What follows belongs to an exercise in optimizing a design on an open flow for small area; a production flow would make more cautious choices. At most, simulation tests tie the RTL to the original design; equivalence was not proved. The flow treats the clock pin as an ideal source, which a real chip does not have. Power is estimated from default activity; no workload was simulated.

## v1
## top
module top(
  input             i_clk,    
  input             i_rst,    
  input             i_btnC,
  input             i_btnL,
  input             i_btnR,
  input             i_btnU,
  input             i_btnD,
  input [15:0]      i_sw,
  output [15:0]     o_led,
  output [6:0]      o_seg_l,
  output [3:0]      o_an_l,
  output            o_dp_l
);
==> module ts_cnt, before the edit <==
module ts_cnt(
  input i_clk, input i_rst,
  output en,         
  output en_tick,    
  output reg rf_debug
);
  localparam [9:0] S1000 = 10'b0010000001;
  localparam [9:0] S1001 = 10'b0100000011;
  reg [4:0] l;
  reg [9:0] u;
  assign en = &l;
  wire ld = en & ~i_rst;
  wire hd = ~en & ~i_rst;
  wire tk = (u == S1001);
  wire ldj = ld & ~tk;
  wire fb = ~(u[9] ^ u[2]);
  assign en_tick = en & tk;
  wire tick_rise = en & (u == S1000);
  always @(posedge i_clk) begin
    if (i_rst) l <= 5'd16;
    else l <= l + 5'd1;
  end
  always @(posedge i_clk) begin
    u[9:1] <= ({9{ldj}} & u[8:0]) | ({9{hd}} & u[9:1]);
    u[0] <= (ld & (fb | tk)) | (hd & u[0]);
  end
  always @(posedge i_clk) begin
    if (i_rst) rf_debug <= 1'b0;
    else if (tick_rise) rf_debug <= ~rf_debug;
  end
endmodule
==> module ts_dig, before the edit <==
module ts_dig(
  input i_clk, input i_rst, input en, input en_tick,
  input [2:0] state, input [1:0] ds, input btnU, input btnD, input leave,
  output reg [4:0] j0, output reg [2:0] j1, output reg [4:0] j2, output reg [4:0] j3,
  output reg blink,
  output zall
);
  localparam [8:0] B500 = 9'b001000011;
  wire z0 = ~j0[4] & ~j0[0];
  wire z1 = ~j1[2] & ~j1[0];
  wire z2 = ~j2[4] & ~j2[0];
  wire z3 = ~j3[4] & ~j3[0];
  wire m0 = j0[4] & ~j0[3];    
  wire m1 = j1[2] & ~j1[1];    
  wire m2 = j2[4] & ~j2[3];    
  assign zall = z0 & z1 & z2 & z3;
  wire st_set = (state == 3'd0);
  wire st_run = (state == 3'd1);
  wire st_done = (state == 3'd2);
  wire st_swr = (state == 3'd4);
  wire st_rst = (state == 3'd5);
  wire [3:0] dsel = 4'b0001 << ds;
  wire nr = ~i_rst;
  wire e_set = en & nr & st_set;
  wire e_u = e_set & btnU;
  wire e_d = e_set & btnD & ~btnU;    
  wire t_u = nr & st_swr & en_tick;
  wire t_d = nr & st_run & en_tick;
  wire [3:0] su = ({4{e_u}} & dsel) | ({4{t_u}} & {m0 & m1 & m2, m0 & m1, m0, 1'b1});
  wire [3:0] sd = ({4{e_d}} & dsel) | ({4{t_d}} & {z0 & z1 & z2, z0 & z1, z0, 1'b1});
  wire [8:0] bc = {j0[0], j3[3:0], j2[3:0]};
  wire term = (bc == B500);
  wire fb = ~(bc[8] ^ bc[4]);
  wire ldd = en & st_done & nr;
  wire sb = ldd & ~term & ~leave;    
  wire hd = ~en & nr;
  always @(posedge i_clk) blink <= (ldd & (blink ^ term)) | (hd & blink);
  wire hold = nr & ~(en & st_rst);
  wire [3:0] sh = {4{hold}} & ~(su | sd);
  wire shl0 = sh[0] & ~(en & st_done);
  wire shl2 = sh[2] & ~(en & st_done);
  wire shl3 = sh[3] & ~(en & st_done);
  wire sul2 = su[2] | sb;
  wire sul3 = su[3] | sb;
  always @(posedge i_clk) begin
    j0[4:1] <= ({4{su[0]}} & j0[3:0]) | ({4{sd[0]}} & {~j0[0], j0[4:2]}) | ({4{sh[0]}} & j0[4:1]);
    j0[0] <= (su[0] & ~j0[4]) | (sb & j3[3]) | (sd[0] & j0[1]) | (shl0 & j0[0]);
    j1 <= ({3{su[1]}} & {j1[1:0], ~j1[2]}) | ({3{sd[1]}} & {~j1[0], j1[2:1]}) | ({3{sh[1]}} & j1);
    j2[4] <= (su[2] & j2[3]) | (sd[2] & ~j2[0]) | (sh[2] & j2[4]);
    j2[3:1] <= ({3{sul2}} & j2[2:0]) | ({3{sd[2]}} & j2[4:2]) | ({3{shl2}} & j2[3:1]);
    j2[0] <= (su[2] & ~j2[4]) | (sb & fb) | (sd[2] & j2[1]) | (shl2 & j2[0]);
    j3[4] <= (su[3] & j3[3]) | (sd[3] & ~j3[0]) | (sh[3] & j3[4]);
    j3[3:1] <= ({3{sul3}} & j3[2:0]) | ({3{sd[3]}} & j3[4:2]) | ({3{shl3}} & j3[3:1]);
    j3[0] <= (su[3] & ~j3[4]) | (sb & j2[3]) | (sd[3] & j3[1]) | (shl3 & j3[0]);
  end
endmodule
clock: 10.0 ns
lec_check: 0
cap_margin: 0
core_margin: 2
core_utilization: 40
slew_margin: 0
standard.sh (not shown) runs the stock make flow with config.mk's settings and CLKGATE_MAP_FILE= SYNTH_SCRIPT=/design/flow/synth_recipe.tcl, a recipe that flattens the netlist after the stock synthesis.
==> flow/flow/run.sh <==
#!/bin/bash
# Own layout flow: the standard flow, with an area-oriented ABC mapping in
# synthesis, minimum-size port buffers and a lighter clock tree. Each tool's
# output is in flow_make.log and in ORFS's own logs under orfs/logs.
set -euo pipefail
W=$PWD
F=$W/flow

# Synthesis: the standard flow's own script, with Yosys's abc command replaced by one that
# maps the logic with each ABC script in flow/abc/ and keeps the smallest.
{
  echo "set abc_scripts {$(cd $F/abc && ls *.abc | tr '\n' ' ')}"
  echo "set abc_dir $F/abc"
  echo "set abc_tmp $W/abc_stat.txt"
  echo "source $F/abc_best.tcl"
  cat $W/synth_recipe.tcl
} > $W/own_synth.tcl

bash $W/standard.sh \
  SYNTH_SCRIPT=$W/own_synth.tcl ADDER_MAP_FILE= \
  BUFFER_PORTS_ARGS="-buffer_cell sky130_fd_sc_hd__buf_1" \
  CTS_ARGS="-sink_clustering_enable -repair_clock_nets -dont_use_dummy_load -buf_list sky130_fd_sc_hd__clkbuf_4" \
  POST_RESIZE_TCL=$F/post_resize.tcl \
  POST_CTS_TCL=$F/post_cts.tcl \
  finish > $W/flow_make.log 2>&1
Other scripts of this flow, unchanged in this note and not shown: flow/flow/abc/a2.abc, flow/flow/abc/a3.abc, flow/flow/abc/a5.abc, flow/flow/abc/a7.abc, flow/flow/abc/c01.abc, flow/flow/abc/c02.abc, flow/flow/abc/c03.abc, flow/flow/abc/c04.abc, flow/flow/abc/c05.abc, flow/flow/abc/c06.abc, flow/flow/abc/c07.abc, flow/flow/abc/c09.abc, flow/flow/abc/c10.abc, flow/flow/abc/s5.abc, flow/flow/abc/t6.abc, flow/flow/abc_best.tcl, flow/flow/post_cts.tcl, flow/flow/post_resize.tcl
Input changes introduced in v39 (baseline for comparison: v1):
--- a/flow/design.v
+++ b/flow/design.v
@@ -3,20 +3,20 @@
   input i_clk, input i_rst,
   output en,         
   output en_tick,    
   output reg rf_debug
 );
-  localparam [9:0] S1000 = 10'b0010000001;
-  localparam [9:0] S1001 = 10'b0100000011;
+  localparam [9:0] S1000 = 10'b0101100100;
+  localparam [9:0] S1001 = 10'b1011001000;
   reg [4:0] l;
   reg [9:0] u;
   assign en = &l;
   wire ld = en & ~i_rst;
   wire hd = ~en & ~i_rst;
   wire tk = (u == S1001);
   wire ldj = ld & ~tk;
-  wire fb = ~(u[9] ^ u[2]);
+  wire fb = ~(u[9] ^ u[6]);
   assign en_tick = en & tk;
   wire tick_rise = en & (u == S1000);
   always @(posedge i_clk) begin
     if (i_rst) l <= 5'd16;
     else l <= l + 5'd1;
@@ -97,27 +97,31 @@
   wire st_run = (state == 3'd1);
   wire st_done = (state == 3'd2);
   wire st_swr = (state == 3'd4);
   wire st_rst = (state == 3'd5);
   wire [3:0] dsel = 4'b0001 << ds;
-  wire nr = ~i_rst;
-  wire e_set = en & nr & st_set;
-  wire e_u = e_set & btnU;
-  wire e_d = e_set & btnD & ~btnU;    
-  wire t_u = nr & st_swr & en_tick;
-  wire t_d = nr & st_run & en_tick;
-  wire [3:0] su = ({4{e_u}} & dsel) | ({4{t_u}} & {m0 & m1 & m2, m0 & m1, m0, 1'b1});
-  wire [3:0] sd = ({4{e_d}} & dsel) | ({4{t_d}} & {z0 & z1 & z2, z0 & z1, z0, 1'b1});
+  wire [3:0] up, dn;
+  assign up[0] = (st_set & btnU & dsel[0]) | (st_swr & en_tick);
+  assign up[1] = (st_set & btnU & dsel[1]) | (st_swr & en_tick & m0);
+  assign up[2] = (st_set & btnU & dsel[2]) | (st_swr & en_tick & m0 & m1);
+  assign up[3] = (st_set & btnU & dsel[3]) | (st_swr & en_tick & m0 & m1 & m2);
+  assign dn[0] = (st_set & btnD & dsel[0]) | (st_run & en_tick);
+  assign dn[1] = (st_set & btnD & dsel[1]) | (st_run & en_tick & z0);
+  assign dn[2] = (st_set & btnD & dsel[2]) | (st_run & en_tick & z0 & z1);
+  assign dn[3] = (st_set & btnD & dsel[3]) | (st_run & en_tick & z0 & z1 & z2);
   wire [8:0] bc = {j0[0], j3[3:0], j2[3:0]};
   wire term = (bc == B500);
   wire fb = ~(bc[8] ^ bc[4]);
+  wire nr = ~i_rst;
   wire ldd = en & st_done & nr;
   wire sb = ldd & ~term & ~leave;    
   wire hd = ~en & nr;
   always @(posedge i_clk) blink <= (ldd & (blink ^ term)) | (hd & blink);
-  wire hold = nr & ~(en & st_rst);
-  wire [3:0] sh = {4{hold}} & ~(su | sd);
+  wire clr = en & st_rst;
+  wire [3:0] su = {4{en & nr}} & up;
+  wire [3:0] sd = {4{en & nr}} & dn & ~up;
+  wire [3:0] sh = {4{nr & ~clr}} & ~({4{en}} & (up | dn));
   wire shl0 = sh[0] & ~(en & st_done);
   wire shl2 = sh[2] & ~(en & st_done);
   wire shl3 = sh[3] & ~(en & st_done);
   wire sul2 = su[2] | sb;
   wire sul3 = su[3] | sb;
### Flow results
Multiplexer share of the synthesized area: higher on v39. Largest net degree at the start of global routing of v39 exceeds that of v1 by more than 10%. v39 against v1: placed cell count increased by 13 relative to the old numbers, post-synthesis instance area increased by about 1.4% relative to the old numbers, power share of the clock group decreased by 0.5 points relative to the old numbers, total congestion overflow after global routing closely matched the old numbers, area of combinational cells with multiple inputs increased by about 3.5% relative to the old numbers. Final core area utilization down 1.3 points in v39 wrt v1. Summary — first-pass GRT wire length, v39 relative to v1: higher, by 83 microns. Compared with v1, v39 shows final area higher by 1.2%. Per the comparison of v39 with v1, post-route non-filler standard cell count now larger; post-place instance area increased by 50 sq um relative to the old numbers; fraction of the mapped netlist area in simple logic gates rose 0.27 points; portion of the post-synthesis area used by sequential elements lower.
For v39, only the layout was checked, not whether the RTL still works.

-- afterwards: timing with drivers on the ports --
The results above use ideal ports. As a check the final layouts listed here were re-extracted and re-timed, cells and wires unchanged.
Step 1 sets driving cells, clkbuf_16 on the clock port and buf_2 on the other inputs (assumed; they add their load-dependent delay and slew).
Step 2 adds t to the input delays and takes it off the output delays; t is the mean of the earliest and latest rising clock arrival at the registers after step 1. Input paths then give back, and output paths get back, about the clock's delay inside the block.
Slacks: ideal ports / drivers / drivers and shift; pairs: ideal ports / drivers.
| run | t (ns) | setup WS [ns] | latest minus earliest clock arrival (ns) |
|---|---|---|---|
| v1 | 0.356 | 5.073 / 5.045 / 5.189 | 0.030 / 0.031 |
| v39 | 0.361 | 5.267 / 5.235 / 5.596 | 0.024 / 0.024 |
After both steps every run listed still meets setup and hold.
